This design comes from an exercise in tuning for small area, a short achievable clock period and few clock cycles per item on the open sky130 flow, not from production work. Where RTL was checked, it was by simulation tests only, not by an equivalence proof against the original. Only the layout flow was run in runs 3 to 8; the RTL was not checked for function there. Power is estimated from default activity; no workload was simulated.

`flow/design.v`:
```
`timescale 1ns / 1ps
module Int2Ieee754
#
(
	parameter	inputDataLength	=	32
)
(
    input 	CLK,
    input 	RST,
    input	[inputDataLength-1:0] 		IntInput,
    input	inputCS,
	 output	reg 	[31:0] 		Data754,
    output 	reg					outputCS
    );
reg per_inputCS;
always @(posedge CLK or negedge RST) begin
	if (!RST)
		per_inputCS <= 1'b0;
	else
		per_inputCS <= inputCS;
end
wire start = inputCS & ~per_inputCS;
always @(*) outputCS = start;
wire [31:0] x  = IntInput;
wire        z4 = ~|x[31:16];
wire [31:0] s4 = z4 ? {x[15:0], 16'd0} : x;
wire        z3 = ~|s4[31:24];
wire [31:0] s3 = z3 ? {s4[23:0], 8'd0} : s4;
wire        z2 = ~|s3[31:28];
wire [31:0] s2 = z2 ? {s3[27:0], 4'd0} : s3;
wire        z1 = ~|s2[31:30];
wire [31:0] s1 = z1 ? {s2[29:0], 2'd0} : s2;
wire        z0 = ~s1[31];
wire [31:0] s0 = z0 ? {s1[30:0], 1'd0} : s1;
wire        nz = s0[31];
wire [4:0]  lzc = {z4, z3, z2, z1, z0};
wire [7:0]  e   = nz ? (8'd158 - {3'd0, lzc}) : 8'd0;
wire [30:0] res = {e, s0[30:8]};
reg [30:0] r;
always @(posedge CLK) begin
	if (start)
		r <= res;
end
always @(*) Data754 = {1'b0, r};
endmodule
```
`flow/config.mk`:
```
export PLATFORM = sky130hd
export DESIGN_NAME = Int2Ieee754
export DESIGN_NICKNAME = Int2Ieee754
export VERILOG_FILES = /design/flow/design.v
export SDC_FILE = /design/flow/constraint.sdc
export NUM_CORES = 4
export LEC_CHECK = 0
export CAP_MARGIN = 20
export CORE_MARGIN = 2
export CORE_UTILIZATION = 40
export SLEW_MARGIN = 20
```
`flow/run.sh`:
```
#!/bin/bash
# synth_recipe.tcl (not shown) runs the flow's synth.tcl, then flattens the netlist and writes it again
# the make line also repeats each setting of config.mk as NAME=value (left out here)
make -C /OpenROAD-flow-scripts/flow DESIGN_CONFIG=/design/flow/config.mk WORK_HOME=/design/flow/orfs CLKGATE_MAP_FILE= SYNTH_SCRIPT=/design/flow/synth_recipe.tcl finish
```
`flow/constraint.sdc`:
```
create_clock -name core_clock -period 4.0 [get_ports {CLK}]
set_input_delay 0.8000 -clock core_clock [delete_from_list [all_inputs] [get_ports {CLK}]]
set_output_delay 0.8000 -clock core_clock [all_outputs]
set_load 0.01 [all_outputs]
```
==> impl_metrics.yaml, run 1 <==
drt:
  drt-total-wl_um: 9220
  drc: 0
  ant_nets: 0
  first_iter_violations: 332
  dr.pass1.iters: 5
  viasPerCell: 5.66
  wl_per_cell_um: 17.9
  vias: 2910
die:
  coreArea_sq_mm: 0.00687
  fp.dieH_um: 88.6
  die-area_sq_mm: 0.00785
  io_pins: 68
  die_x_um: 88.6
  start_util: 0.417
  rows: 30
run:
  max_cap_viol_count: 0
pwr:
  power.density_mw_per_mm2: 244
  combPwrFrac: 0.313
  switching_power_uw: 280
  ir_drop_mv: 0.177
  p_int_uw: 750
  power_frac_seq: 0.387
  p_leak_nw: 1.54
  clkPwrFrac: 0.300
  swShare: 0.272
synth:
  yosysWarnings: 1
  synth_cells: 294
  synth_cell_types: 53
  syn_area_sq_mm: 0.00286
  yosysTopAreaCell: "edfxtp_1"
  seq_area_frac_synth: 0.334
  synth_top_area_frac: 0.325
  synth_fp_nets: 330
  synth_top_family_by_area: "compound AO/OA/AOI/OAI gates"
  synth-edff-count: 31
  synthXorXnorAreaFrac: 0.00306
  muxShareOfSynthArea: 0.226
  yosys-top-cells-area: "edfxtp_1 33%, mux2_2 11%, mux2i_1 10%, o21ai_0 4.0%, a31oi_1 3.7%"
  synth_compound_area_frac: 0.233
  yosys.area_share.simple: 0.151
  avgSynthCellArea_sq_um: 9.74
  ys_ff_latch: 32
  async_reset_ff_frac: 0.0313
  synthFlopType: "edfxtp_1"
  synthAdderAreaFrac: 0.00437
setup_path:
  crit_type: "in2reg"
  worstSetupStartpointType: "primary input"
  cp_top_family: "simple AND/OR/NAND/NOR gates"
  cp_data_required_time_ns: 4.04
  endpoint_kind: "flip-flop"
  cp_data_arrival_time_ns: 3.83
  crit_slowest_cell: "or4_1"
  slowest_delay_ns: 0.64
  critPathMaxFanout: 20
  cp_num_buf_inv: 4
  path_cells: "clkdlybuf4s50_1 -> or4_1 -> buf_4 -> nor3_1 -> o311a_1 -> a311oi_2 -> buf_4 -> nor2_4 -> buf_4 -> mux2_2"
  critical_path.most_common_cell: "buf_4"
clock_network:
  cts_setup_buffers: 0
  clock-sinks: 32
  clk_path_buf_depth: 2
  root_buffer: "clkbuf_8"
  cts_buffers: 5
  clock_latency_ns: 0.28
  cts.htree.levels: 2
  clkTransAtPathRegs_ns: 0.07
  cts_tree: "yes"
  cts_resized: 0
  cts_hold_buffers: 0
place:
  dp.cells: 506
  place.detailed.hpwl_um: 7370
  pre_cts_slack_ns: -0.0646
  routabilityCongestion: 0.958
  io_buffers: 66
timing:
  maxSlewHeadroom: 0.552
  hold-worst-slack_ns: 0.646
  fin_ws_ns: 0.217
  final-max-slew-violation-count: 0
  fmax_mhz: 264
  fin_crit_sh: 0.946
  fin_crit_ns: 3.78
  fin_tns_setup_ns: 0
  hold_viol: 0
  setup_viol: 0
  worst_pin_slew_ns: 0.670
  final.setup_skew_ns: 0.00241
  rsz0062_at_grt: "false"
global_route:
  antenna_found_initial: 0
  grt_max_degree: 32
  grt_pass1_vias: 2851
  grt_usage: 0.244
  grt_pass1_wl_um: 14500
  gr-total-overflow: 0
final_layout:
  area_growth_pct: 47.2
  final_cell_count_no_fill: 514
  num_antenna_cells: 0
  drive_gt1_frac: 0.316
  fin_util: 0.614
  nNetsFinal: 453
hold_path:
  hp-class: "in2async"
run_status:
  status: "timing/DRC/antenna clean"
==> cell type report <==
cell class                      instances  area, sq um
Clock buffer                            5         68.8
Clock inverter                          3         42.5
Timing Repair Buffer                  141         1240
Tap cell                               96          120
Multi-Input combinational cell        235         1780
Inverter                                2         12.5
Fill cell                             604         2650
Sequential cell                        32          956
==> per-layer routing <==
layer / vias to the layer above / global-route usage / share of wire
met5: - / 0 / 0
li1: 1406 / - / -
met1: 1334 / 0.325 / 0.43
met2: 141 / 0.403 / 0.47
met4: 0 / 0.0716 / 0.025
met3: 29 / 0.0448 / 0.073
==> Yosys cell counts, types with 3 or more instances <==
cell type / instances
a21oi_1: 20
a31oi_1: 17
and2_1: 4
buf_2: 6
clkbuf_1: 13
edfxtp_1: 31
mux2_2: 29
mux2i_1: 29
nand2_1: 21
nand3_1: 11
nand4_1: 3
nor2_1: 17
nor3_1: 3
nor4_1: 5
o211ai_1: 6
o21ai_0: 23
o2bb2ai_1: 3
o31ai_1: 4
or4_1: 5
==> path summary, 6_finish.rpt <==
path	cells after the start	endpoint	start	slack, ns
setup / recovery	10	r[4]	IntInput[20]	0.22
hold / removal	1	per_inputCS	RST	0.65
setup reg to reg	2	r[15]	per_inputCS	2.69
hold reg to reg	2	r[22]	per_inputCS	0.88
max in group asynchronous	1	per_inputCS	RST	3.26
min in group core_clock	2	r[22]	per_inputCS	0.88
==> placed cells by master, fill, tap and decap left out, drive strengths merged, types with 2 or more instances in the layout <==
cell / n
inv: 2
or4: 5
o41ai: 2
o211ai: 6
o31ai: 5
nand4: 3
and2: 4
nor4: 8
nor3: 3
nand2: 21
and3: 2
o2bb2ai: 3
a21oi: 22
mux2: 31
clkdlybuf4s50: 66
a31oi: 18
nor4b: 2
mux2i: 29
nor2b: 2
edfxtp: 31
nor2: 19
a221oi: 2
o21ai: 23
buf: 75
nand3: 11
clkbuf: 5
==> sequential cells by signal (all words and copies together), names as in the netlist <==
signal and cells:
per_inputCS 1, r 31
==> logic make-up after synthesis <==
group                      after synthesis
DFF                                     32
buffers and inverters                   27
AOI/OAI and AO/OA                       92
xor gates and xnor gates                 1
muxes                                   60
and+or+nand+nor                         80
other                                    1
adders and majority gates                1
==> per-stage QoR <==
stage,total power [mW],cell area (sq um)
2_1_floorplan,0.564,2860
3_3_place_gp,0.726,4100
3_5_place_dp,0.726,4100
4_1_cts,1.03,4220
5_1_grt,1.08,4220
6_report,1.03,4220
==> power by group through the flow <==
stage / clock (mW) / sequential, mW / combinational, mW
2_1_floorplan: 0 / 0.417 / 0.148
3_3_place_gp: 0 / 0.406 / 0.320
3_5_place_dp: 0 / 0.406 / 0.320
4_1_cts: 0.314 / 0.399 / 0.321
5_1_grt: 0.328 / 0.401 / 0.347
6_report: 0.309 / 0.399 / 0.322
==> worst reg2reg max path, delay by kind of cell (launching register included) <==
family | cells | cell delay, ns
buffers and inverters | 1 | 0.39
flip-flops | 1 | 0.38
AND/OR/NAND/NOR | 1 | 0.18
Testbench counts, summed over its fixed seeds: cycles 4,800, items 2,400.
==> run 2: changes to the inputs <==
==> flow/flow/run.sh (new file) <==
#!/bin/bash
cp standard.sh synth_recipe.tcl config.mk constraint.sdc out/ 2>/dev/null
export BUFFER_PORTS_ARGS="-buffer_cell sky130_fd_sc_hd__buf_1"
bash standard.sh > standard.log 2>&1
==> flow/standard.sh (new file) <==
#!/bin/bash
# synth_recipe.tcl (not shown) runs the flow's synth.tcl, then flattens the netlist and writes it again
# the make line also repeats each setting of config.mk as NAME=value (left out here)
make -C /OpenROAD-flow-scripts/flow DESIGN_CONFIG=/design/flow/config.mk WORK_HOME=/design/flow/orfs CLKGATE_MAP_FILE= SYNTH_SCRIPT=/design/flow/synth_recipe.tcl "${@:-finish}"
--- a/flow/config.mk
+++ b/flow/config.mk
@@ -9,3 +9,4 @@
 export CORE_MARGIN = 2
 export CORE_UTILIZATION = 40
+export GPL_TIMING_DRIVEN = 0
 export SLEW_MARGIN = 20
removed: flow/run.sh
==> impl_metrics.yaml, run 2 <==
run_status:
  status: "timing/DRC/antenna clean"
global_route:
  grt_pass1_vias: 2534
  grt_usage: 0.214
  grt_use_met2: 0.337
  top_usage_layer: "met2"
  antenna_found_initial: 0
  use_met3: 0.0392
  gr-total-overflow: 0
  grt_pass1_wl_um: 13000
  grt_use_met1: 0.302
  grt_max_degree: 21
synth:
  synth-edff-count: 31
  seq_area_frac_synth: 0.334
  synth_top_area_frac: 0.325
  yosysWarnings: 1
  synth_cells: 294
  ys_ff_latch: 32
  yosysTopAreaCell: "edfxtp_1"
  synth_fp_nets: 330
  synth_commonest_cells: "31 x edfxtp_1, 29 x mux2_2, 29 x mux2i_1"
  syn_area_sq_mm: 0.00286
  async_reset_ff_frac: 0.0313
  synthFlopType: "edfxtp_1"
  synth_most_common_cell: "edfxtp_1"
  avgSynthCellArea_sq_um: 9.74
  synth_cell_types: 53
  yosys-top-cells-area: "edfxtp_1 33%, mux2_2 11%, mux2i_1 10%, o21ai_0 4.0%, a31oi_1 3.7%"
clock_network:
  cts_tree: "yes"
  cts_buffers: 5
  clkTransAtPathRegs_ns: 0.07
  root_buffer: "clkbuf_8"
  clock-sinks: 32
  cts.htree.levels: 2
  cts_hold_buffers: 0
  clock_latency_ns: 0.28
  clk_path_buf_depth: 2
final_layout:
  final_common_cell: "buf_1"
  layout_common_cells: "62 x buf_1, 31 x edfxtp_1, 29 x mux2i_1, 29 x mux2_2, 23 x o21ai_0"
  regMostFlops: "r"
  largest_register_ffs: 31
  nNetsFinal: 399
  num_antenna_cells: 0
  drive_gt1_frac: 0.192
  n_fill_cell: 674
  area_growth_pct: 18.1
  final_cell_count_no_fill: 460
  top_regs: "r x31, per_inputCS x1"
  fin_util: 0.492
setup_path:
  crit_type: "in2reg"
  slowest_delay_ns: 0.55
  critPathMaxFanout: 10
  endpoint_kind: "flip-flop"
  cp_top_family: "compound AO/OA/AOI/OAI gates"
  worstSetupStartpointType: "primary input"
  reg2reg_to: "r[8]"
  path_cells: "buf_1 -> or4_1 -> buf_2 -> o41ai_2 -> a31oi_4 -> a21oi_2 -> o31ai_4 -> inv_6 -> buf_6 -> ha_1 -> nand3_1 -> nand2_1 -> o21ai_0"
  crit_slowest_cell: "o41ai_2"
  cp_data_required_time_ns: 4.03
  rrSetupSlack_ns: 2.73
  cp_num_buf_inv: 4
  reg2reg_depth: 2
  cp_data_arrival_time_ns: 3.78
  r2r-start: "per_inputCS"
place:
  place.detailed.hpwl_um: 6140
  io_buffers: 60
  pre_cts_slack_ns: -0.0918
  routabilityCongestion: 0.978
  dp.cells: 451
pwr:
  p_leak_nw: 1.07
  power.density_mw_per_mm2: 278
  ir_drop_mv: 0.254
timing:
  setup_viol: 0
  fmax_mhz: 267
  fin_crit_ns: 3.75
  final.setup_skew_ns: 0.00909
  maxSlewHeadroom: 0.461
  fin_ws_ns: 0.248
  fin_crit_sh: 0.938
  hold_viol: 0
  worst_pin_slew_ns: 0.802
  final-max-slew-violation-count: 0
  rsz0062_at_grt: "false"
drt:
  dr.pass1.iters: 5
  vias: 2722
  viasPerCell: 5.92
  wl_per_cell_um: 17.6
  drc: 0
  ant_nets: 0
  drt-total-wl_um: 8100
  first_iter_violations: 212
die:
  fp.dieH_um: 88.6
  start_util: 0.417
  io_pins: 68
  coreArea_sq_mm: 0.00687
  rows: 30
  die_x_um: 88.6
  die-area_sq_mm: 0.00785
hold_path:
  hp-class: "in2async"
run:
  max_cap_viol_count: 0
-- run 2: cell counts after synthesis --
No cell type changed its count.
-- run 2: cell families after synthesis --
group | count (synthesis) | share of synthesized area
AO/OA/AOI/OAI | 92 | 0.233
AND/OR/NAND/NOR | 80 | 0.151
multiplexers | 60 | 0.226
flip-flops | 32 | 0.334
buffers and inverters | 27 | 0.0476
adder cells (fa/ha/maj) | 1 | 0.00437
other | 1 | 0.00131
XOR/XNOR | 1 | 0.00306
-- run 2: power by group --
group / switching (mW) / internal (mW)
Combinational: 0.143 / 0.0968
Clock: 0.117 / 0.184
Sequential: 0.00426 / 0.394
Total: 0.265 / 0.675
-- run 2: cell type report --
cell class	instances	area (sq um)	area share
multi-input cells	235	1800	0.532
flip-flops and latches	32	956	0.283
repair buffers	62	260	0.0770
plain buffers	25	124	0.0366
well taps	96	120	0.0355
clock buffers	5	68.8	0.0203
clock inverters	3	42.5	0.0126
inverters	2	12.5	0.00370
-- run 2: worst reg2reg max path, delay by kind of cell (launching register included) --
family | cells | cell delay [ns]
and+or+nand+nor | 1 | 0.35
buffers and inverters | 1 | 0.22
DFF | 1 | 0.40
-- run 2: worst max-delay path by stage --
stage,startpoint,to,slack (ns),cells after the start
global route,IntInput[29],r[14],0.03,11
global placement,IntInput[24],r[25],-0.10,11
floorplan,IntInput[24],r[2],0.44,9
finish,IntInput[24],r[27],0.25,13
detailed placement,IntInput[24],r[25],-0.09,11
CTS,IntInput[24],r[25],0.21,11
-- run 2: repair_timing --
item / CTS / global route
gates resized for setup: 0 / 2
setup buffers: 0 / 1
setup endpoints to repair: 0 / 14
-- run 2: per-stage QoR --
stage / power (mW) / cell area [sq um] / hold WS (ns) / TNS, ns
after global routing: 0.986 / 3380 / 0.258 / 0
after CTS: 0.942 / 3360 / 0.257 / 0
after floorplan: 0.564 / 2860 / 0.504 / 0
final: 0.940 / 3380 / 0.263 / 0
after detailed placement: 0.639 / 3250 / 0.565 / -0.256
after global placement: 0.636 / 3210 / 0.563 / -0.293
-- run 2: metal layers --
metal	part of all wire	wire length, um
met1	0.43	3510
met2	0.47	3780
met3	0.090	727
met4	0.0091	74
met5	0	0
==> run 3: changes to the inputs <==
--- a/flow/design.v
+++ b/flow/design.v
@@ -31,15 +31,22 @@
 wire        z1 = ~|s2[31:30];
 wire [31:0] s1 = z1 ? {s2[29:0], 2'd0} : s2;
-wire        z0 = ~s1[31];
-wire [31:0] s0 = z0 ? {s1[30:0], 1'd0} : s1;
-wire        nz = s0[31];
-wire [4:0]  lzc = {z4, z3, z2, z1, z0};
-wire [7:0]  e   = nz ? (8'd158 - {3'd0, lzc}) : 8'd0;
-wire [30:0] res = {e, s0[30:8]};
-reg [30:0] r;
+wire        h  = s1[31];             
+wire [3:0]  nl  = ~{z4, z3, z2, z1};
+wire [3:0]  nl1 = nl - 4'd1;
+wire [4:0]  q   = h ? {nl, 1'b0} : {nl1, 1'b1};
+wire        nz  = |x;
+wire        one = (x == 32'd1);
+wire [6:0]  e   = {nz & ~one, one, nz ? q : 5'd0};    
+reg         rh;
+reg  [23:0] rm;
+reg  [6:0]  re;
 always @(posedge CLK) begin
-	if (start)
-		r <= res;
+	if (start) begin
+		rh <= h;
+		rm <= s1[30:7];
+		re <= e;
+	end
 end
-always @(*) Data754 = {1'b0, r};
+wire [22:0] f = rh ? rm[23:1] : rm[22:0];
+always @(*) Data754 = {1'b0, re[6], re[5], re[5:0], f};
 endmodule
==> flow/flow/run.sh (replaced) <==
#!/bin/bash
# The standard layout, with small buf_1 cells as the port buffers.
export BUFFER_PORTS_ARGS="-buffer_cell sky130_fd_sc_hd__buf_1"

bash standard.sh > standard.log 2>&1
==> impl_metrics.yaml, run 3 <==
run_status:
  status: "timing/DRC/antenna clean"
place:
  routabilityCongestion: 0.992
  io_buffers: 66
  pre_cts_slack_ns: 0.172
  dp.cells: 448
  place.detailed.hpwl_um: 6570
timing:
  setup_viol: 0
  fmax_mhz: 282
  fin_ws_ns: 0.454
  hold_viol: 0
  fin_crit_ns: 3.55
  hold-worst-slack_ns: 0.267
  final.setup_skew_ns: 0.00358
  fin_tns_setup_ns: 0
  maxSlewHeadroom: 0.473
  fin_crit_sh: 0.887
  worst_pin_slew_ns: 0.784
  final-max-slew-violation-count: 0
  rsz0062_at_grt: "false"
global_route:
  grt_pass1_wl_um: 12800
  grt_max_degree: 23
  grt_usage: 0.216
  grt_pass1_vias: 2344
  gr-total-overflow: 0
  antenna_found_initial: 0
clock_network:
  cts_tree: "yes"
  cts_resized: 0
  cts_buffers: 5
  cts_hold_buffers: 0
  cts.htree.levels: 2
  clock_latency_ns: 0.28
  cts_setup_buffers: 0
  clock-sinks: 33
  clk_path_buf_depth: 2
  root_buffer: "clkbuf_8"
  clkTransAtPathRegs_ns: 0.07
synth:
  yosys-top-cells-area: "edfxtp_1 34%, mux2_2 10%, mux2i_1 7.8%, a21oi_1 4.6%, nand2_1 4.5%"
  yosysTopAreaCell: "edfxtp_1"
  syn_area_sq_mm: 0.00281
  seq_area_frac_synth: 0.351
  synthXorXnorAreaFrac: 0
  synthAdderAreaFrac: 0.00445
  synth_top_family_by_area: "compound AO/OA/AOI/OAI gates"
  synth_cell_types: 57
  synth_cells: 285
  muxShareOfSynthArea: 0.190
  synth_fp_nets: 321
  avgSynthCellArea_sq_um: 9.87
  synth_top_area_frac: 0.342
  synthFlopType: "edfxtp_1"
  synth_commonest_cells: "34 x nand2_1, 32 x edfxtp_1, 26 x a21oi_1"
  ys_ff_latch: 33
  synth_compound_area_frac: 0.222
  synth-edff-count: 32
  yosys.area_share.simple: 0.188
  yosysWarnings: 1
  synth_most_common_cell: "nand2_1"
  async_reset_ff_frac: 0.0303
drt:
  vias: 2659
  viasPerCell: 5.83
  first_iter_violations: 226
  drt-total-wl_um: 8130
  wl_per_cell_um: 17.8
  ant_nets: 0
  dr.pass1.iters: 4
  drc: 0
hold_path:
  hp-class: "in2async"
die:
  die-area_sq_mm: 0.00772
  coreArea_sq_mm: 0.00679
  rows: 30
  io_pins: 68
  die_x_um: 87.9
  fp.dieH_um: 87.9
  start_util: 0.414
final_layout:
  layout_common_cells: "68 x buf_1, 34 x nand2_1, 32 x edfxtp_1, 26 x a21oi_1, 25 x mux2_2"
  nNetsFinal: 395
  largest_register_ffs: 24
  final_cell_count_no_fill: 456
  area_growth_pct: 17.3
  regMostFlops: "rm"
  top_regs: "rm x24, re x7"
  final_common_cell: "buf_1"
  drive_gt1_frac: 0.181
  fin_util: 0.485
  num_antenna_cells: 0
setup_path:
  cp_data_required_time_ns: 4.03
  cp_num_buf_inv: 5
  crit_slowest_cell: "nor4_2"
  endpoint_kind: "flip-flop"
  path_cells: "buf_1 -> nor4_2 -> and2_1 -> buf_2 -> o211a_2 -> or2_1 -> buf_2 -> inv_6 -> a21boi_4 -> buf_2 -> ha_1 -> a21oi_1 -> a31o_1"
  critical_path.most_common_cell: "buf_2"
  cp_top_family: "simple AND/OR/NAND/NOR gates"
  crit_type: "in2reg"
  cp_data_arrival_time_ns: 3.58
  critPathMaxFanout: 10
  slowest_delay_ns: 0.59
  worstSetupStartpointType: "primary input"
pwr:
  p_leak_nw: 1.04
  power.density_mw_per_mm2: 257
  ir_drop_mv: 0.0951
run:
  max_cap_viol_count: 0
run 3: cells by family (layout without fill, tap and decap cells):
| logic type | Yosys count | count (layout) |
|---|---|---|
| AND/OR/NAND/NOR | 96 | 96 |
| AO/OA/AOI/OAI | 82 | 82 |
| multiplexers | 50 | 50 |
| flip-flops | 33 | 33 |
| buffers and inverters | 22 | 97 |
| adder cells (fa/ha/maj) | 1 | 1 |
| other | 1 | 1 |
run 3: worst register-to-register path: stages (launching register included):
cell and delay [ns]:
dfrtp_1 0.40, nor2b_4 0.37, buf_16 0.22
run 3: final timing paths:
| path | startpoint | to | slack, ns | depth (start not counted) |
|---|---|---|---|---|
| worst max register to register | per_inputCS | rm[13] | 2.72 | 2 |
| worst max-delay path | IntInput[25] | re[3] | 0.45 | 13 |
| worst min-delay path | RST | per_inputCS | 0.27 | 1 |
| max in group asynchronous | RST | per_inputCS | 3.64 | 1 |
| min in group core_clock | inputCS | per_inputCS | 0.64 | 1 |
| worst min register to register | per_inputCS | rm[21] | 0.66 | 1 |
run 3: final cells by class:
| type | count | area (sq um) |
|---|---|---|
| fillers | 679 | 3500 |
| clock inverters | 2 | 10.0 |
| repair buffers | 67 | 275 |
| multi-input cells | 230 | 1710 |
| inverters | 3 | 16.3 |
| clock buffers | 6 | 72.6 |
| flip-flops and latches | 33 | 986 |
| well taps | 96 | 120 |
| plain buffers | 19 | 104 |
run 3: stage by stage:
stage	power [mW]	instance area (sq um)
after floorplan	0.540	2810
after global placement	0.612	3180
after detailed placement	0.617	3220
after CTS	0.853	3300
after global routing	0.891	3300
final	0.849	3300
run 3: routing by layer:
layer / routed length [um] / GRT usage
met2: 3620 / 0.338
met4: 193 / 0.0783
met1: 3760 / 0.306
met3: 557 / 0.0292
met5: 0 / 0
run 3: power breakdown:
group	total (mW)	switching [mW]	internal, mW
clock	0.236	0.116	0.120
combinational	0.203	0.123	0.0797
sequential	0.410	0.00754	0.402
==> run 4: changes to the inputs <==
--- a/flow/config.mk
+++ b/flow/config.mk
@@ -10,3 +10,4 @@
 export CORE_UTILIZATION = 40
 export GPL_TIMING_DRIVEN = 0
+export SETUP_SLACK_MARGIN = 1.5
 export SLEW_MARGIN = 20
==> impl_metrics.yaml, run 4 <==
pwr:
  total_power_uw: 921
  power.density_mw_per_mm2: 223
  p_leak_nw: 1.43
  ir_drop_mv: 0.121
timing:
  final.setup_skew_ns: 0.00306
  final-max-slew-violation-count: 0
  hold_viol: 0
  fin_crit_ns: 3.05
  fin_tns_setup_ns: 0
  worst_pin_slew_ns: 0.860
  maxSlewHeadroom: 0.424
  fin_crit_sh: 0.762
  rsz0062_at_grt: "true"
  setup_viol: 0
  fmax_mhz: 328
setup_path:
  crit_end: "re[3]"
  endpoint_kind: "flip-flop"
  reg2reg_depth: 1
  crit_slowest_cell: "or4_4"
  slowest_delay_ns: 0.48
  path_cells: "buf_2 -> or4_4 -> buf_6 -> a211oi_4 -> or3_4 -> o2111a_2 -> a21boi_4 -> buf_6 -> ha_4 -> a21oi_2 -> a31o_1"
  reg2reg_to: "rm[16]"
  rrSetupSlack_ns: 2.50
  worstSetupStartpointType: "primary input"
  cp_data_required_time_ns: 4.05
  critPathMaxFanout: 6
  crit_type: "in2reg"
  r2r-start: "per_inputCS"
  cp_data_arrival_time_ns: 3.10
  critical_path.most_common_cell: "buf_6"
  cp-startpoint: "IntInput[22]"
die:
  start_util: 0.414
  coreArea_sq_mm: 0.00679
  die-area_sq_mm: 0.00772
  rows: 30
  fp.dieH_um: 87.9
  die_x_um: 87.9
  io_pins: 68
hold_path:
  hp-class: "in2async"
global_route:
  grt_pass1_vias: 2656
  gr-total-overflow: 0
  grt_pass1_wl_um: 14000
  grt_usage: 0.240
  antenna_found_initial: 0
  grt_max_degree: 18
synth:
  synth_fp_nets: 321
  synth_cells: 285
  seq_area_frac_synth: 0.351
  yosys-top-cells-area: "edfxtp_1 34%, mux2_2 10%, mux2i_1 7.8%, a21oi_1 4.6%, nand2_1 4.5%"
  yosysWarnings: 1
  synth-edff-count: 32
  async_reset_ff_frac: 0.0303
  synth_top_area_frac: 0.342
  synth_most_common_cell: "nand2_1"
  synthFlopType: "edfxtp_1"
  ys_ff_latch: 33
  synth_commonest_cells: "34 x nand2_1, 32 x edfxtp_1, 26 x a21oi_1"
  syn_area_sq_mm: 0.00281
  synth_cell_types: 57
  yosysTopAreaCell: "edfxtp_1"
  avgSynthCellArea_sq_um: 9.87
final_layout:
  layout_common_cells: "58 x buf_1, 41 x buf_4, 32 x edfxtp_1, 30 x nand2_1, 24 x mux2_2"
  regMostFlops: "rm"
  final_area_sq_mm: 0.00414
  drive_gt1_frac: 0.411
  nNetsFinal: 444
  final_common_cell: "buf_1"
  area_growth_pct: 47.1
  top_regs: "rm x24, re x7"
  n_fill_cell: 607
  largest_register_ffs: 24
  num_antenna_cells: 0
place:
  dpl_cell_area_sq_mm: 0.00332
  io_buffers: 66
  routabilityCongestion: 0.978
  place.detailed.hpwl_um: 6370
drt:
  first_iter_violations: 198
  wl_per_cell_um: 18.6
  drt-total-wl_um: 9410
  viasPerCell: 5.95
  drc: 0
  dr.pass1.iters: 5
  vias: 3005
  ant_nets: 0
clock_network:
  cts_hold_buffers: 0
  clk_path_buf_depth: 2
  clkTransAtPathRegs_ns: 0.07
  clock-sinks: 33
  clock_latency_ns: 0.29
  cts_buffers: 5
  cts_tree: "yes"
  cts.htree.levels: 2
  root_buffer: "clkbuf_8"
run:
  max_cap_viol_count: 0
run_status:
  status: "timing/DRC/antenna clean"
run 4: cell counts after synthesis:
Identical to the previous run, type by type.
run 4: critical path: cells and delay by family:
kind | cells | cell delay, ns
fa+ha+maj | 1 | 0.13
compound gates | 5 | 1.04
buf+inv | 3 | 0.45
simple gates | 2 | 0.68
run 4: repair_timing:
item / CTS / global route
pin swaps: 20 / 15
buffers inserted: 28 / 17
cloned: 3 / 2
gates resized for setup: 40 / 52
endpoints found under the setup margin: 51 / 36
run 4: where the power goes:
part | total [mW] | switching (mW) | internal [mW]
sequential | 0.409 | 0.00750 | 0.402
clock | 0.244 | 0.123 | 0.120
combinational | 0.268 | 0.147 | 0.121
total | 0.921 | 0.278 | 0.643
run 4: per-layer routing:
layer,global-route usage,part of all wire,vias up,routed length (um)
met5,0,0,-,0
met4,0.0825,0.034,0,319
met3,0.0302,0.071,38,670
met2,0.406,0.47,183,4460
met1,0.317,0.42,1415,3950
li1,-,-,1369,-
run 4: kinds of logic (layout without fill, tap and decap cells):
logic type	after synthesis	count (layout)	share of synthesized area
AND/OR/NAND/NOR	96	98	0.188
AO/OA/AOI/OAI	82	82	0.222
multiplexers	50	50	0.190
flip-flops	33	33	0.351
buffers and inverters	22	144	0.0427
adder cells (fa/ha/maj)	1	1	0.00445
other	1	1	0.00133
run 4: area by class of cell:
class / count / area, sq um / area share
multi-input combinational: 232 / 2020 / 0.489
sequential: 33 / 986 / 0.238
timing repair buffer: 114 / 719 / 0.174
buffer: 19 / 184 / 0.0445
tap: 96 / 120 / 0.0290
clock buffer: 6 / 72.6 / 0.0175
inverter: 3 / 23.8 / 0.00575
clock inverter: 2 / 10.0 / 0.00242
run 4: worst min-delay path by stage:
stage / startpoint / to / slack [ns] / cells after the start
2_1_floorplan: RST / per_inputCS / 0.50 / 0
3_3_place_gp: RST / per_inputCS / 0.56 / 1
3_5_place_dp: RST / per_inputCS / 0.57 / 1
4_1_cts: RST / per_inputCS / 0.26 / 1
5_1_grt: RST / per_inputCS / 0.25 / 1
6_report: RST / per_inputCS / 0.26 / 1
run 4: metrics by stage:
stage / utilization / instances / hold WS [ns] / setup slack [ns]
6_report: 0.609 / 505 / 0.261 / 0.950
2_1_floorplan: - / 285 / 0.504 / 0.848
5_1_grt: 0.609 / 505 / 0.255 / 0.950
3_3_place_gp: 0.488 / 447 / 0.562 / 0.375
3_5_place_dp: 0.488 / 447 / 0.566 / 0.395
4_1_cts: 0.559 / 486 / 0.262 / 0.984
==> run 5: changes to the inputs <==
==> flow/design.v (replaced) <==
`timescale 1ns / 1ps
module Int2Ieee754
#
(
	parameter	inputDataLength	=	32
)
(
    input 	CLK,
    input 	RST,
    input	[inputDataLength-1:0] 		IntInput,
    input	inputCS,
	 output	reg 	[31:0] 		Data754,
    output 	reg					outputCS
    );
reg per_inputCS;
always @(posedge CLK or negedge RST) begin
	if (!RST)
		per_inputCS <= 1'b0;
	else
		per_inputCS <= inputCS;
end
wire start = inputCS & ~per_inputCS;
always @(*) outputCS = start;
wire [31:0] x  = IntInput;
wire        z4 = ~|x[31:16];
wire [31:0] s4 = z4 ? {x[15:0], 16'd0} : x;
wire        z3 = ~|s4[31:24];
wire [31:0] s3 = z3 ? {s4[23:0], 8'd0} : s4;
wire        z2 = ~|s3[31:28];
wire [31:0] c  = z2 ? {s3[27:0], 4'd0} : s3;
wire [2:0]  pi = ~{z4, z3, z2};
reg [26:0] rc;    
reg [2:0]  rp;
always @(posedge CLK) begin
	if (start) begin
		rc   <= c[31:5];
		rp   <= pi;
	end
end
wire        t3 = rc[26], t2 = rc[25], t1 = rc[24], t0 = rc[23];
wire [2:0]  rpm1 = rp - 3'd1;
wire        rp0  = ~|rp;
reg  [22:0] f;
reg  [7:0]  e;
always @(*) begin
	if (t3)      begin f = rc[25:3]; e = {3'b100, rp, 2'd2}; end
	else if (t2) begin f = rc[24:2]; e = {3'b100, rp, 2'd1}; end
	else if (t1) begin f = rc[23:1]; e = {3'b100, rp, 2'd0}; end
	else if (t0) begin f = rc[22:0]; e = rp0 ? 8'd127 : {3'b100, rpm1, 2'd3}; end
	else         begin f = rc[22:0]; e = 8'd0; end
end
always @(*) Data754 = {1'b0, e, f};
endmodule
--- a/flow/config.mk
+++ b/flow/config.mk
@@ -10,4 +10,4 @@
 export CORE_UTILIZATION = 40
 export GPL_TIMING_DRIVEN = 0
-export SETUP_SLACK_MARGIN = 1.5
+export SETUP_SLACK_MARGIN = 1.2
 export SLEW_MARGIN = 20
==> impl_metrics.yaml, run 5 <==
timing:
  rsz0062_at_grt: "true"
  final.setup_skew_ns: 0.00250
  final-max-slew-violation-count: 0
  fin_tns_setup_ns: 0
  fmax_mhz: 373
  setup_viol: 0
  maxSlewHeadroom: 0.466
  hold-worst-slack_ns: 0.275
  fin_crit_ns: 2.68
  fin_crit_sh: 0.670
  hold_viol: 0
  worst_pin_slew_ns: 0.799
drt:
  routed-wl-met3_um: 608
  wl_met1_um: 3690
  drc: 0
  wl_per_cell_um: 17.7
  dr.pass1.iters: 4
  vias: 2995
  ant_nets: 0
  top_layer_used: "met4"
  route.met2.wl_um: 4160
  drt-total-wl_um: 8750
  first_iter_violations: 217
  viasPerCell: 6.06
setup_path:
  worstSetupStartpointType: "primary input"
  critPathMaxFanout: 6
  path_cells: "buf_1 -> or4_1 -> o211ai_1 -> nand2_1 -> a21bo_2 -> a2111o_1"
  r2r-start: "per_inputCS"
  cp_top_family: "compound AO/OA/AOI/OAI gates"
  cp.depth: 6
  cp_data_arrival_time_ns: 2.70
  crit_type: "in2reg"
  slowest_delay_ns: 0.56
  reg2reg_depth: 1
  crit_slowest_cell: "or4_1"
  cp-startpoint: "IntInput[9]"
  endpoint_kind: "flip-flop"
  cp_num_buf_inv: 1
  cp_data_required_time_ns: 4.02
synth:
  ys_ff_latch: 31
  synth_cell_types: 48
  yosys-top-cells-area: "edfxtp_1 32%, mux2i_1 10%, a21oi_1 9.2%, nor2_1 5.7%, o21ai_0 4.9%"
  synth_fp_nets: 374
  yosysWarnings: 1
  synth_cells: 337
  syn_area_sq_mm: 0.00278
  yosysTopAreaCell: "edfxtp_1"
  synth-edff-count: 30
  seq_area_frac_synth: 0.333
  synthFlopType: "edfxtp_1"
  avgSynthCellArea_sq_um: 8.24
  synth_top_area_frac: 0.324
  synth_commonest_cells: "51 x a21oi_1, 42 x nor2_1, 35 x nand2_1"
  async_reset_ff_frac: 0.0323
  synth_most_common_cell: "a21oi_1"
clock_network:
  clock_latency_ns: 0.28
  cts_tree: "yes"
  clk_path_buf_depth: 2
  root_buffer: "clkbuf_8"
  clock-sinks: 31
  cts.htree.levels: 2
  cts_hold_buffers: 0
  cts_buffers: 5
  clkTransAtPathRegs_ns: 0.06
global_route:
  grt_usage: 0.234
  gr-total-overflow: 0
  grt_pass1_vias: 2716
  grt_pass1_wl_um: 13900
  antenna_found_initial: 0
  grt_max_degree: 32
place:
  place.detailed.hpwl_um: 6760
  routabilityCongestion: 0.955
  io_buffers: 66
die:
  coreArea_sq_mm: 0.00676
  die_x_um: 87.3
  start_util: 0.411
  fp.dieH_um: 87.3
  die-area_sq_mm: 0.00763
  rows: 30
  io_pins: 68
final_layout:
  fin_util: 0.486
  num_antenna_cells: 0
  top_regs: "rc x27, rp x3, per_inputCS x1"
  final_common_cell: "buf_1"
  regMostFlops: "rc"
  nNetsFinal: 450
  area_growth_pct: 18.2
  n_fill_cell: 702
  layout_common_cells: "66 x buf_1, 50 x a21oi_1, 41 x nor2_1, 35 x nand2_1, 30 x edfxtp_1"
  drive_gt1_frac: 0.111
  largest_register_ffs: 27
run_status:
  status: "timing/DRC/antenna clean"
pwr:
  total_power_uw: 809
  power.density_mw_per_mm2: 246
  ir_drop_mv: 0.123
  p_leak_nw: 1.17
hold_path:
  hp-class: "in2async"
run:
  max_cap_viol_count: 0
-- run 5: changes by cell type in the layout (fill, tap and decap cells not counted), sizes merged, moves of 8 or more --
| cell | before | now |
|---|---|---|
| clkbuf | 10 | 22 |
| o21ai | 15 | 27 |
| a21oi | 26 | 51 |
| nor2 | 17 | 42 |
| buf | 129 | 78 |
| nand3 | 12 | 0 |
| mux2 | 28 | 0 |
| o2bb2ai | 8 | 0 |
-- run 5: metal layers --
metal / global-route usage / up-vias
met5: 0 / -
met4: 0.0923 / 0
met3: 0.0209 / 21
met2: 0.394 / 123
met1: 0.309 / 1386
li1: - / 1465
-- run 5: layout make-up --
class                   instances  area, sq um  area share
inverters                       9         36.3      0.0110
well taps                      80          100      0.0305
clock buffers                   5         68.8      0.0210
repair buffers                 69          268      0.0815
clock inverters                 3         15.0     0.00457
plain buffers                  26          136      0.0415
multi-input cells             271         1730       0.528
flip-flops and latches         31          926       0.282
-- run 5: logic make-up (layout without fill, tap and decap cells) --
| logic type | Yosys count | after routing | synth area share |
|---|---|---|---|
| compound gates | 132 | 132 | 0.300 |
| mux | 29 | 29 | 0.105 |
| other cells | 1 | 1 | 0.00135 |
| flops | 31 | 31 | 0.333 |
| simple gates | 107 | 107 | 0.194 |
| buf+inv | 35 | 112 | 0.0577 |
| fa+ha+maj | 2 | 2 | 0.00901 |
-- run 5: power by group --
group / switching [mW] / internal, mW / total (mW)
logic: 0.126 / 0.0701 / 0.196
registers: 0.0128 / 0.375 / 0.388
clock network: 0.107 / 0.119 / 0.225
-- run 5: final timing paths --
path	endpoint	slack, ns
min reg2reg	rc[15]	0.73
max reg2reg	rp[0]	2.59
max in group asynchronous	per_inputCS	3.63
min in group core_clock	per_inputCS	0.65
min	per_inputCS	0.27
max	rc[23]	1.32
-- run 5: repair_timing --
| action | 4_1_cts | 5_1_grt |
|---|---|---|
| resized for setup | 4 | 15 |
| setup endpoints to repair | 25 | 40 |
| pin swaps | 2 | 0 |
| setup buffers | 2 | 0 |
-- run 5: stage by stage --
step / std cells / cell area (sq um) / setup slack [ns]
after detailed placement: 483 / 3130 / 0.807
final: 494 / 3280 / 1.32
after global routing: 494 / 3280 / 1.19
after global placement: 483 / 3130 / 0.779
after floorplan: 337 / 2780 / 1.23
after CTS: 493 / 3240 / 1.19
==> run 6: changes to the inputs <==
--- a/flow/design.v
+++ b/flow/design.v
@@ -22,23 +22,40 @@
 wire start = inputCS & ~per_inputCS;
 always @(*) outputCS = start;
-wire [31:0] x  = IntInput;
-wire        z4 = ~|x[31:16];
-wire [31:0] s4 = z4 ? {x[15:0], 16'd0} : x;
-wire        z3 = ~|s4[31:24];
-wire [31:0] s3 = z3 ? {s4[23:0], 8'd0} : s4;
-wire        z2 = ~|s3[31:28];
-wire [31:0] c  = z2 ? {s3[27:0], 4'd0} : s3;
-wire [2:0]  pi = ~{z4, z3, z2};
+wire [31:0] x = IntInput;
+wire [7:0]  nzn;
+genvar g;
+generate for (g = 0; g < 8; g = g + 1) begin : nib
+	assign nzn[g] = |x[4*g+3:4*g];
+end endgenerate
+wire [7:0] sel;
+assign sel[7] = nzn[7];
+generate for (g = 0; g < 7; g = g + 1) begin : one
+	assign sel[g] = nzn[g] & ~|nzn[7:g+1];
+end endgenerate
+reg [31:0] c;
+integer i;
+always @(*) begin
+	c = 32'd0;
+	for (i = 0; i < 8; i = i + 1)
+		c = c | ({32{sel[i]}} & (x << (28 - 4*i)));
+end
+wire [2:0] pi;
+assign pi[2] = |nzn[7:4];
+assign pi[1] = nzn[7] | nzn[6] | (~|nzn[5:4] & (nzn[3] | nzn[2]));
+assign pi[0] = nzn[7] | (~nzn[6] & nzn[5]) | (~|nzn[6:4] & nzn[3]) | (~|nzn[6:2] & nzn[1]);
+wire [2:0] pim1 = pi - 3'd1;
+wire       pi0  = ~|nzn[7:1];
 reg [26:0] rc;    
-reg [2:0]  rp;
+reg [2:0]  rp, rpm1;
+reg        rp0;
 always @(posedge CLK) begin
 	if (start) begin
 		rc   <= c[31:5];
 		rp   <= pi;
+		rpm1 <= pim1;
+		rp0  <= pi0;
 	end
 end
 wire        t3 = rc[26], t2 = rc[25], t1 = rc[24], t0 = rc[23];
-wire [2:0]  rpm1 = rp - 3'd1;
-wire        rp0  = ~|rp;
 reg  [22:0] f;
 reg  [7:0]  e;
--- a/flow/config.mk
+++ b/flow/config.mk
@@ -10,4 +10,4 @@
 export CORE_UTILIZATION = 40
 export GPL_TIMING_DRIVEN = 0
-export SETUP_SLACK_MARGIN = 1.2
+export SETUP_SLACK_MARGIN = 1.4
 export SLEW_MARGIN = 20
==> impl_metrics.yaml, run 6 <==
die:
  start_util: 0.408
  die-area_sq_mm: 0.00852
  rows: 32
  io_pins: 68
  fp.dieH_um: 92.3
  die_x_um: 92.3
  coreArea_sq_mm: 0.00765
timing:
  rsz0062_at_grt: "false"
  fin_tns_setup_ns: 0
  worst_pin_slew_ns: 0.813
  fin_crit_ns: 2.55
  maxSlewHeadroom: 0.455
  setup_viol: 0
  final-max-slew-violation-count: 0
  final.setup_skew_ns: 0.00768
  fmax_mhz: 392
  hold_viol: 0
  fin_crit_sh: 0.638
clock_network:
  cts_buffers: 5
  cts_hold_buffers: 0
  clock-sinks: 35
  clk_path_buf_depth: 2
  cts.htree.levels: 2
  clkTransAtPathRegs_ns: 0.07
  root_buffer: "clkbuf_8"
  cts_tree: "yes"
  clock_latency_ns: 0.28
final_layout:
  regMostFlops: "rc"
  top_regs: "rc x27, rp x3, rpm1 x3"
  largest_register_ffs: 27
  nNetsFinal: 505
  drive_gt1_frac: 0.109
  final_common_cell: "buf_1"
  area_growth_pct: 18.2
  num_antenna_cells: 0
  layout_common_cells: "58 x buf_1, 51 x nor2_1, 48 x a21oi_1, 42 x nand2_1, 41 x o21ai_0"
synth:
  synth_most_common_cell: "nor2_1"
  yosysTopAreaCell: "edfxtp_1"
  synthFlopType: "edfxtp_1"
  ys_ff_latch: 35
  synth_commonest_cells: "52 x nor2_1, 48 x a21oi_1, 42 x nand2_1, 42 x o21ai_0, 34 x edfxtp_1"
  synth_top_area_frac: 0.327
  async_reset_ff_frac: 0.0286
  synthXorXnorAreaFrac: 0.00281
  yosys-top-cells-area: "edfxtp_1 33%, a21oi_1 7.7%, mux2i_1 6.7%, o21ai_0 6.7%, nor2_1 6.3%"
  synthAdderAreaFrac: 0.00401
  yosysWarnings: 1
  synth-edff-count: 34
  yosys.area_share.simple: 0.211
  synth_compound_area_frac: 0.307
  synth_fp_nets: 432
  synth_cell_types: 40
  avgSynthCellArea_sq_um: 7.88
  seq_area_frac_synth: 0.335
  muxShareOfSynthArea: 0.0674
  synth_top_family_by_area: "compound AO/OA/AOI/OAI gates"
  synth_cells: 396
  syn_area_sq_mm: 0.00312
pwr:
  ir_drop_mv: 0.110
  power.density_mw_per_mm2: 244
  total_power_uw: 900
  p_leak_nw: 1.29
setup_path:
  cp_data_required_time_ns: 4.14
  cp_data_arrival_time_ns: 2.69
  critPathMaxFanout: 10
  rrSetupSlack_ns: 2.53
  crit_type: "in2reg"
  endpoint_kind: "flip-flop"
  worstSetupStartpointType: "primary input"
run_status:
  status: "timing/DRC/antenna clean"
drt:
  drc: 0
  vias: 3378
  dr.pass1.iters: 4
  viasPerCell: 5.91
  first_iter_violations: 317
  drt-total-wl_um: 9810
  ant_nets: 0
  wl_per_cell_um: 17.2
global_route:
  gr-total-overflow: 0
  use_met3: 0.0179
  grt_pass1_wl_um: 15600
  antenna_found_initial: 0
  grt_use_met2: 0.351
  grt_usage: 0.229
  grt_max_degree: 19
  grt_pass1_vias: 2870
  top_usage_layer: "met2"
  grt_use_met1: 0.337
place:
  routabilityCongestion: 0.983
  place.detailed.hpwl_um: 7190
  io_buffers: 60
run:
  max_cap_viol_count: 0
hold_path:
  hp-class: "in2async"
[run 6: worst max-delay path: stages]
cell	delay, ns
buf_1	0.16
nor4_2	0.58
nand4_1	0.36
buf_2	0.32
a211oi_1	0.27
a221o_1	0.20
[run 6: worst paths after layout]
check,endpoint,depth (start not counted),start
max,rc[21],6,IntInput[16]
min,per_inputCS,1,RST
max reg2reg,rc[25],1,per_inputCS
min reg2reg,rc[17],1,per_inputCS
max in group asynchronous,per_inputCS,1,RST
min in group core_clock,per_inputCS,1,inputCS
[run 6: routing by layer]
layer  vias to the layer above  wire (um)
met4                         0        270
met1                      1571       4400
met3                        16        657
li1                       1640          -
met2                       151       4490
met5                         -          0
[run 6: kinds of logic after synthesis]
logic type,count (synthesis)
AO/OA/AOI/OAI,148
XOR/XNOR,1
adder cells (fa/ha/maj),1
buffers and inverters,51
flip-flops,35
multiplexers,21
other,1
AND/OR/NAND/NOR,138
[run 6: power by group]
part	internal, mW	leakage, nW	switching (mW)
logic	0.0801	0.918	0.144
registers	0.422	0.328	0.0133
clock network	0.121	0.0412	0.119
total	0.624	1.29	0.276
[run 6: cell type report]
cell class	count	area, sq um
Inverter	4	15.0
Timing Repair Buffer	65	267
Sequential cell	35	1050
Fill cell	787	3960
Clock inverter	2	12.5
Multi-Input combinational cell	311	1900
Tap cell	102	128
Buffer	47	243
Clock buffer	6	72.6
[run 6: timing repair]
action / 4_1_cts / 5_1_grt
gates cloned: 1 / 0
setup endpoints to repair: 35 / 30
setup buffers: 0 / 5
gates resized for setup: 13 / 25
[run 6: metrics by stage]
step | cells | instance area (sq um) | utilization | hold slack, ns | worst slack, ns
floorplan | 396 | 3140 | - | 0.504 | 1.45
finish | 572 | 3690 | 0.482 | 0.266 | 1.45
detailed placement | 558 | 3490 | 0.456 | 0.567 | 1.05
global placement | 558 | 3490 | 0.456 | 0.562 | 1.01
global route | 572 | 3690 | 0.482 | 0.257 | 1.40
CTS | 567 | 3620 | 0.473 | 0.263 | 1.41
==> run 7: changes to the inputs <==
--- a/flow/config.mk
+++ b/flow/config.mk
@@ -10,4 +10,4 @@
 export CORE_UTILIZATION = 40
 export GPL_TIMING_DRIVEN = 0
-export SETUP_SLACK_MARGIN = 1.4
+export SETUP_SLACK_MARGIN = 2.1
 export SLEW_MARGIN = 20
==> impl_metrics.yaml, run 7 <==
pwr:
  p_int_uw: 711
  swShare: 0.314
  p_leak_nw: 2.06
  ir_drop_mv: 0.0981
  combPwrFrac: 0.352
  switching_power_uw: 325
  power.density_mw_per_mm2: 195
  total_power_mw: 1.04
  power_frac_seq: 0.422
  clkPwrFrac: 0.225
synth:
  synth_fp_nets: 432
  synth_top_area_frac: 0.327
  synth_most_common_cell: "nor2_1"
  synth_commonest_cells: "52 x nor2_1, 48 x a21oi_1, 42 x nand2_1, 42 x o21ai_0, 34 x edfxtp_1"
  seq_area_frac_synth: 0.335
  async_reset_ff_frac: 0.0286
  synth-edff-count: 34
  synth_cells: 396
  ys_ff_latch: 35
  synthFlopType: "edfxtp_1"
  synth_cell_types: 40
  syn_area_sq_mm: 0.00312
  yosysWarnings: 1
  yosysTopAreaCell: "edfxtp_1"
  avgSynthCellArea_sq_um: 7.88
  yosys-top-cells-area: "edfxtp_1 33%, a21oi_1 7.7%, mux2i_1 6.7%, o21ai_0 6.7%, nor2_1 6.3%"
clock_network:
  cts_buffers: 5
  clock_latency_ns: 0.28
  cts.htree.levels: 2
  clock-sinks: 35
  root_buffer: "clkbuf_8"
  clkTransAtPathRegs_ns: 0.07
  cts_tree: "yes"
  clk_path_buf_depth: 2
timing:
  setup_viol: 0
  fin_crit_sh: 0.599
  fin_tns_setup_ns: 0
  hold_viol: 0
  fmax_mhz: 417
  maxSlewHeadroom: 0.459
  fin_crit_ns: 2.40
  final-max-slew-violation-count: 0
  final.setup_skew_ns: 0.00303
  rsz0062_at_grt: "true"
  worst_pin_slew_ns: 0.808
global_route:
  grt_usage: 0.277
  antenna_found_initial: 0
  grt_pass1_vias: 3500
  grt_pass1_wl_um: 18600
  gr-total-overflow: 0
  grt_max_degree: 18
setup_path:
  crit_type: "reg2out"
  cp_data_required_time_ns: 3.20
  cp_data_arrival_time_ns: 1.60
  critPathMaxFanout: 8
  endpoint_kind: "output port"
  worstSetupStartpointType: "flip-flop"
drt:
  ant_nets: 0
  dr.pass1.iters: 6
  drc: 0
  viasPerCell: 6.21
  vias: 3902
  wl_per_cell_um: 19.4
  first_iter_violations: 383
  drt-total-wl_um: 12200
final_layout:
  nNetsFinal: 561
  regMostFlops: "rc"
  final_cell_count_no_fill: 628
  drive_gt1_frac: 0.502
  num_antenna_cells: 0
  fin_util: 0.696
  multi_input_area_sq_mm: 0.00246
  top_regs: "rc x27, rp x3, rpm1 x3"
  regArea_sq_mm: 0.00105
  n_fill_cell: 588
  final_common_cell: "nor2_1"
  area_growth_pct: 70.5
  largest_register_ffs: 27
  layout_common_cells: "46 x nor2_1, 45 x buf_4, 34 x edfxtp_1, 32 x buf_6, 31 x nand2_1"
place:
  dp.cells: 558
  io_buffers: 60
  place.detailed.hpwl_um: 7540
  routabilityCongestion: 0.914
die:
  fp.dieH_um: 92.3
  coreArea_sq_mm: 0.00765
  die_x_um: 92.3
  rows: 32
  die-area_sq_mm: 0.00852
  start_util: 0.408
  io_pins: 68
run_status:
  status: "timing/DRC/antenna clean"
hold_path:
  hp-class: "in2async"
run:
  max_cap_viol_count: 0
-- run 7: path summary, 6_finish.rpt --
| kind | start | end | slack (ns) | cells past startpoint |
|---|---|---|---|---|
| min in group core_clock | inputCS | per_inputCS | 0.72 | 2 |
| worst min register to register | per_inputCS | rc[26] | 0.85 | 1 |
| max in group asynchronous | RST | per_inputCS | 3.63 | 1 |
| worst max-delay path | rc[25] | Data754[29] | 1.60 | 5 |
| worst max register to register | per_inputCS | rc[24] | 2.53 | 1 |
| worst min-delay path | RST | per_inputCS | 0.27 | 1 |
-- run 7: metal layers --
metal  vias to the layer above  GRT usage  part of all wire
li1                       1771          -                 -
met1                      1841      0.365              0.39
met2                       240      0.458              0.49
met3                        50     0.0342             0.077
met4                         0      0.118             0.039
met5                         -          0                 0
-- run 7: final cells by class --
type / instances / area share
Inverter: 4 / 0.00282
Clock buffer: 6 / 0.0136
Tap cell: 102 / 0.0240
Timing Repair Buffer: 121 / 0.187
Buffer: 47 / 0.111
Sequential cell: 35 / 0.197
Clock inverter: 2 / 0.00141
Multi-Input combinational cell: 311 / 0.463
-- run 7: cells by family (layout without fill, tap and decap cells) --
logic type | count (synthesis) | count (layout) | share of synthesized area
buffers and inverters | 51 | 180 | 0.0710
flip-flops | 35 | 35 | 0.335
AND/OR/NAND/NOR | 138 | 139 | 0.211
AO/OA/AOI/OAI | 148 | 148 | 0.307
adder cells (fa/ha/maj) | 1 | 1 | 0.00401
multiplexers | 21 | 21 | 0.0674
XOR/XNOR | 1 | 1 | 0.00281
other | 1 | 1 | 0.00120
-- run 7: power groups by stage --
stage | Clock (mW) | Sequential, mW | Combinational (mW)
detailed placement | 0 | 0.444 | 0.252
global placement | 0 | 0.444 | 0.250
global route | 0.253 | 0.439 | 0.388
finish | 0.234 | 0.438 | 0.365
CTS | 0.238 | 0.436 | 0.321
floorplan | 0 | 0.439 | 0.172
-- run 7: repair_timing --
item / 4_1_cts / 5_1_grt
gates resized for setup: 142 / 91
pin swaps: 38 / 29
gates cloned: 7 / 0
endpoints found under the setup margin: 66 / 65
setup buffers: 37 / 18
hold buffers: 0 / 0
-- run 7: critical path: stages, from the launching register on --
cell	delay (ns)
edfxtp_1	0.44
or3_4	0.42
buf_12	0.16
nor2_4	0.10
buf_6	0.10
buf_6	0.08
-- run 7: through the flow --
stage / setup WS (ns) / hold slack [ns] / area [sq um]
after floorplan: 1.59 / 0.504 / 3590
after global placement: 1.15 / 0.566 / 3940
after detailed placement: 1.16 / 0.570 / 3940
after CTS: 1.56 / 0.263 / 4920
after global routing: 1.57 / 0.259 / 5320
final: 1.60 / 0.270 / 5320
==> run 8: changes to the inputs <==
--- a/flow/config.mk
+++ b/flow/config.mk
@@ -10,4 +10,4 @@
 export CORE_UTILIZATION = 40
 export GPL_TIMING_DRIVEN = 0
-export SETUP_SLACK_MARGIN = 2.1
+export SETUP_SLACK_MARGIN = 1.8
 export SLEW_MARGIN = 20
==> impl_metrics.yaml, run 8 <==
timing:
  final-max-slew-violation-count: 0
  hold_viol: 0
  fin_crit_ns: 2.47
  fmax_mhz: 404
  fin_ws_ns: 1.53
  maxSlewHeadroom: 0.456
  setup_viol: 0
  rsz0062_at_grt: "true"
  fin_crit_sh: 0.618
  worst_pin_slew_ns: 0.812
  final.setup_skew_ns: 0.00852
  fin_tns_setup_ns: 0
global_route:
  grt_pass1_wl_um: 17200
  grt_pass1_vias: 3377
  grt_max_degree: 18
  gr-total-overflow: 0
  grt_usage: 0.249
  antenna_found_initial: 0
pwr:
  p_leak_nw: 1.80
  p_int_uw: 680
  ir_drop_mv: 0.101
  power_frac_seq: 0.446
  clkPwrFrac: 0.241
  power.density_mw_per_mm2: 208
  switching_power_uw: 296
  combPwrFrac: 0.314
  swShare: 0.303
final_layout:
  largest_register_ffs: 27
  area_growth_pct: 50.2
  regMostFlops: "rc"
  final_common_cell: "nor2_1"
  drive_gt1_frac: 0.358
  layout_common_cells: "49 x nor2_1, 43 x a21oi_1, 37 x nand2_1, 36 x buf_4, 34 x edfxtp_1"
  final_cell_count_no_fill: 608
  num_antenna_cells: 0
  nNetsFinal: 541
  top_regs: "rc x27, rp x3, rpm1 x3"
  n_fill_cell: 681
die:
  die_x_um: 92.3
  start_util: 0.408
  rows: 32
  coreArea_sq_mm: 0.00765
  fp.dieH_um: 92.3
  die-area_sq_mm: 0.00852
  io_pins: 68
drt:
  first_iter_violations: 324
  viasPerCell: 6.02
  top_layer_used: "met4"
  drc: 0
  vias: 3662
  ant_nets: 0
  wl_met1_um: 4460
  dr.pass1.iters: 5
  routed-wl-met3_um: 840
  drt-total-wl_um: 10800
  wl_per_cell_um: 17.8
  route.met2.wl_um: 5130
setup_path:
  rrSetupSlack_ns: 2.52
  worstSetupStartpointType: "flip-flop"
  endpoint_kind: "output port"
  r2r-start: "per_inputCS"
  cp-startpoint: "rc[24]"
  critPathMaxFanout: 5
  cp_data_required_time_ns: 3.20
  reg2reg_depth: 1
  crit_end: "Data754[19]"
  cp_data_arrival_time_ns: 1.67
  crit_type: "reg2out"
  reg2reg_to: "rp0"
synth:
  synth_cells: 396
  synth_top_area_frac: 0.327
  syn_area_sq_mm: 0.00312
  seq_area_frac_synth: 0.335
  synth_fp_nets: 432
  avgSynthCellArea_sq_um: 7.88
  ys_ff_latch: 35
  synth_commonest_cells: "52 x nor2_1, 48 x a21oi_1, 42 x nand2_1, 42 x o21ai_0, 34 x edfxtp_1"
  yosysTopAreaCell: "edfxtp_1"
  yosys-top-cells-area: "edfxtp_1 33%, a21oi_1 7.7%, mux2i_1 6.7%, o21ai_0 6.7%, nor2_1 6.3%"
  synthFlopType: "edfxtp_1"
  async_reset_ff_frac: 0.0286
  synth-edff-count: 34
  yosysWarnings: 1
  synth_cell_types: 40
  synth_most_common_cell: "nor2_1"
run:
  max_cap_viol_count: 0
clock_network:
  root_buffer: "clkbuf_8"
  clk_path_buf_depth: 2
  clkTransAtPathRegs_ns: 0.07
  clock-sinks: 35
  cts_hold_buffers: 0
  cts_buffers: 5
  clock_latency_ns: 0.28
  cts.htree.levels: 2
  cts_tree: "yes"
place:
  routabilityCongestion: 1.01
  dp.cells: 558
  pre_cts_slack_ns: 0.894
  io_buffers: 60
  place.detailed.hpwl_um: 7350
run_status:
  status: "timing/DRC/antenna clean"
hold_path:
  hp-class: "in2async"
==> run 8: routing by layer <==
layer | vias up | global-route usage
met5 | - | 0
met4 | 0 | 0.108
met3 | 46 | 0.0260
met2 | 222 | 0.414
met1 | 1678 | 0.329
li1 | 1716 | -
==> run 8: cell families (layout without fill, tap and decap cells) <==
logic type,count (synthesis),count (layout),share of synthesized area
buf+inv,51,160,0.0710
xor+xnor,1,1,0.00281
simple gates,138,139,0.211
fa+ha+maj,1,1,0.00401
mux,21,21,0.0674
flops,35,35,0.335
compound gates,148,148,0.307
other cells,1,1,0.00120
==> run 8: worst min path at each step <==
stage | endpoint | depth (start not counted)
after CTS | per_inputCS | 1
after floorplan | per_inputCS | 0
final | per_inputCS | 1
after global routing | per_inputCS | 1
after global placement | per_inputCS | 1
after detailed placement | per_inputCS | 1
==> run 8: critical path, stage by stage, from the launching register on <==
cell and delay (ns):
edfxtp_1 0.41, buf_8 0.15, bufbuf_16 0.26, mux2i_1 0.11, nor2_1 0.11, a21oi_1 0.05
o21ai_1 0.14, buf_2 0.15
==> run 8: power by group through the flow <==
stage	Clock [mW]	Combinational (mW)	Sequential, mW
CTS	0.241	0.275	0.435
floorplan	0	0.148	0.438
finish	0.235	0.307	0.435
detailed placement	0	0.224	0.442
global placement	0	0.222	0.442
global route	0.254	0.329	0.437
==> run 8: metrics by stage <==
step / hold WS, ns / utilization / total power [mW] / instance area, sq um
after global routing: 0.262 / 0.613 / 1.02 / 4690
after floorplan: 0.504 / - / 0.586 / 3280
after CTS: 0.266 / 0.573 / 0.951 / 4380
after global placement: 0.562 / 0.475 / 0.663 / 3630
final: 0.270 / 0.613 / 0.977 / 4690
after detailed placement: 0.568 / 0.475 / 0.667 / 3630
==> run 8: layout make-up <==
cell class | count | area (sq um) | share of cell area
timing repair buffer | 101 | 739 | 0.158
sequential | 35 | 1050 | 0.223
inverter | 4 | 15.0 | 0.00320
buffer | 47 | 454 | 0.0969
clock buffer | 8 | 80.1 | 0.0171
multi-input combinational | 311 | 2220 | 0.474
tap | 102 | 128 | 0.0272
==> run 8: repair_timing <==
action,4_1_cts,5_1_grt
gates resized for setup,122,79
buffers inserted,27,12
gates cloned,3,0
setup endpoints to repair,64,57
pin swaps,44,29
==> run 9: changes to the inputs <==
--- a/flow/design.v
+++ b/flow/design.v
@@ -44,18 +44,15 @@
 assign pi[1] = nzn[7] | nzn[6] | (~|nzn[5:4] & (nzn[3] | nzn[2]));
 assign pi[0] = nzn[7] | (~nzn[6] & nzn[5]) | (~|nzn[6:4] & nzn[3]) | (~|nzn[6:2] & nzn[1]);
-wire [2:0] pim1 = pi - 3'd1;
-wire       pi0  = ~|nzn[7:1];
 reg [26:0] rc;    
-reg [2:0]  rp, rpm1;
-reg        rp0;
+reg [2:0]  rp;
 always @(posedge CLK) begin
 	if (start) begin
 		rc   <= c[31:5];
 		rp   <= pi;
-		rpm1 <= pim1;
-		rp0  <= pi0;
 	end
 end
 wire        t3 = rc[26], t2 = rc[25], t1 = rc[24], t0 = rc[23];
+wire [2:0]  rpm1 = rp - 3'd1;
+wire        rp0  = ~|rp;
 reg  [22:0] f;
 reg  [7:0]  e;
--- a/flow/config.mk
+++ b/flow/config.mk
@@ -10,4 +10,4 @@
 export CORE_UTILIZATION = 40
 export GPL_TIMING_DRIVEN = 0
-export SETUP_SLACK_MARGIN = 1.8
+export SETUP_SLACK_MARGIN = 1.3
 export SLEW_MARGIN = 20
==> impl_metrics.yaml, run 9 <==
timing:
  final.setup_skew_ns: 0.00699
  hold_viol: 0
  setup_viol: 0
  worst_pin_slew_ns: 0.780
  final-max-slew-violation-count: 0
  fin_crit_ns: 2.60
  fin_ws_ns: 1.40
  fmax_mhz: 385
  fin_tns_setup_ns: 0
  rsz0062_at_grt: "false"
  fin_crit_sh: 0.650
  maxSlewHeadroom: 0.479
  hold-worst-slack_ns: 0.280
place:
  pre_cts_slack_ns: 1.11
  routabilityCongestion: 0.894
  io_buffers: 55
  place.detailed.hpwl_um: 7320
synth:
  syn_area_sq_mm: 0.00303
  seq_area_frac_synth: 0.306
  yosys-top-cells-area: "edfxtp_1 30%, mux2i_1 6.9%, o21ai_0 6.1%, nand2_1 5.5%, a21oi_1 5.3%"
  synthFlopType: "edfxtp_1"
  synth_cells: 383
  avgSynthCellArea_sq_um: 7.91
  yosysWarnings: 1
  synth_fp_nets: 420
  async_reset_ff_frac: 0.0323
  synth-edff-count: 30
  synth_commonest_cells: "44 x nand2_1, 37 x o21ai_0, 33 x nor2_1"
  ys_ff_latch: 31
  synth_most_common_cell: "nand2_1"
  yosysTopAreaCell: "edfxtp_1"
  synth_top_area_frac: 0.298
  synth_cell_types: 46
pwr:
  power.density_mw_per_mm2: 249
  p_leak_nw: 1.24
  ir_drop_mv: 0.119
setup_path:
  cp_num_buf_inv: 3
  crit_type: "reg2out"
  worstSetupStartpointType: "flip-flop"
  critPathMaxFanout: 10
  cp_top_family: "simple AND/OR/NAND/NOR gates"
  crit_slowest_cell: "or3_1"
  path_cells: "clkbuf_4 -> or3_1 -> nor3_2 -> buf_4 -> buf_1"
  endpoint_kind: "output port"
  cp_data_arrival_time_ns: 1.80
  cp_data_required_time_ns: 3.20
  slowest_delay_ns: 0.46
clock_network:
  root_buffer: "clkbuf_8"
  clkTransAtPathRegs_ns: 0.06
  cts_hold_buffers: 0
  clock_latency_ns: 0.27
  clock-sinks: 31
  cts_buffers: 5
  cts_setup_buffers: 0
  cts_tree: "yes"
  clk_path_buf_depth: 2
  cts.htree.levels: 2
drt:
  drc: 0
  first_iter_violations: 302
  ant_nets: 0
  wl_met1_um: 4230
  top_layer_used: "met4"
  dr.pass1.iters: 5
  vias: 3303
  wl_per_cell_um: 17.6
  viasPerCell: 6.06
  routed-wl-met3_um: 748
  drt-total-wl_um: 9590
  route.met2.wl_um: 4190
global_route:
  antenna_found_initial: 0
  grt_pass1_vias: 2907
  gr-total-overflow: 0
  grt_pass1_wl_um: 15200
  grt_max_degree: 32
  grt_usage: 0.226
run_status:
  status: "timing/DRC/antenna clean"
run:
  max_cap_viol_count: 0
die:
  start_util: 0.415
  die-area_sq_mm: 0.00828
  coreArea_sq_mm: 0.00729
  io_pins: 68
  rows: 31
  fp.dieH_um: 91.0
  die_x_um: 91.0
final_layout:
  layout_common_cells: "55 x buf_1, 44 x nand2_1, 37 x o21ai_0, 33 x nor2_1, 32 x a21oi_1"
  final_common_cell: "buf_1"
  top_regs: "rc x27, rp x3, per_inputCS x1"
  area_growth_pct: 16.0
  multi_input_area_sq_mm: 0.00190
  nNetsFinal: 482
  drive_gt1_frac: 0.0964
  num_antenna_cells: 0
  largest_register_ffs: 27
  n_fill_cell: 781
  regArea_sq_um: 926
  regMostFlops: "rc"
hold_path:
  hp-class: "in2async"
==> run 9: changes by cell type after synthesis, moves of 6 or more <==
cell	change
nand3_1	-8
inv_1	+9
nor2_1	-19
a221oi_1	+6
buf_2	+7
a221o_1	-8
a21oi_1	-16
==> run 9: layer usage <==
metal,vias up,GRT usage
li1,1599,-
met1,1485,0.322
met2,189,0.344
met3,30,0.0183
met4,0,0.110
met5,-,0
==> run 9: path summary, 6_finish.rpt <==
check / startpoint / endpoint / slack, ns / cells past startpoint
min in group core_clock: inputCS / per_inputCS / 0.66 / 1
max: rc[24] / Data754[29] / 1.40 / 5
min: RST / per_inputCS / 0.28 / 1
min reg2reg: per_inputCS / rc[4] / 0.73 / 1
max reg2reg: per_inputCS / rc[12] / 2.59 / 1
max in group asynchronous: RST / per_inputCS / 3.62 / 1
==> run 9: stage by stage <==
step / util / total power, mW / cells / instance area [sq um]
3_3_place_gp: 0.461 / 0.610 / 537 / 3360
4_1_cts: 0.476 / 0.873 / 545 / 3470
2_1_floorplan: - / 0.531 / 383 / 3030
5_1_grt: 0.482 / 0.917 / 545 / 3510
3_5_place_dp: 0.462 / 0.613 / 537 / 3370
6_report: 0.482 / 0.875 / 545 / 3510
==> run 9: power breakdown <==
part | switching, mW | internal [mW]
logic | 0.148 | 0.0781
clock network | 0.104 | 0.157
registers | 0.0136 | 0.375
==> run 9: cells by family (layout without fill, tap and decap cells) <==
| group | Yosys count | in the layout | synth area share |
|---|---|---|---|
| compound gates | 154 | 154 | 0.345 |
| simple gates | 117 | 117 | 0.189 |
| buf+inv | 57 | 120 | 0.0806 |
| flops | 31 | 31 | 0.306 |
| mux | 21 | 21 | 0.0694 |
| fa+ha+maj | 2 | 2 | 0.00826 |
| other cells | 1 | 1 | 0.00124 |
==> run 9: timing repair <==
item,in CTS,in global routing
gates cloned,0,0
endpoints found under the setup margin,11,27
pin swaps,0,0
gates resized for setup,4,16
==> run 9: layout make-up <==
cell class,count,area share
flip-flops and latches,31,0.264
well taps,99,0.0353
clock buffers,8,0.0285
repair buffers,55,0.0588
plain buffers,44,0.0602
multi-input cells,295,0.540
inverters,13,0.0139
Testbench counts of run 9, summed over its fixed seeds: cycles 4,800, items 2,400.

==> port drivers added, routing unchanged <==
Ports are ideal in the flow. The routed layouts listed here were re-timed in OpenROAD.
Step 1 sets driving cells, clkbuf_16 on the clock port and buf_2 on the other inputs (assumed; they add their load-dependent delay and slew).
Step 2 also shifts input and output timing later by t, the mid clock arrival at the registers, as if the neighbouring blocks saw the same clock.
Three values: no drivers, after step 1, after step 2; two values: the first two.
run | t (ns) | setup WS [ns]
run 1 | 0.312 | 0.217 / 0.216 / -0.097
run 2 | 0.303 | 0.248 / 0.254 / -0.049
run 3 | 0.305 | 0.454 / 0.460 / 0.154
run 4 | 0.314 | 0.950 / 0.943 / 0.629
run 5 | 0.303 | 1.321 / 1.329 / 1.026
run 6 | 0.300 | 1.446 / 1.450 / 1.149
run 7 | 0.308 | 1.604 / 1.574 / 1.350
run 8 | 0.298 | 1.527 / 1.500 / 1.330
run 9 | 0.291 | 1.402 / 1.376 / 1.143
With both steps, setup timing fails in run 1 and run 2, where it was met with ideal ports.
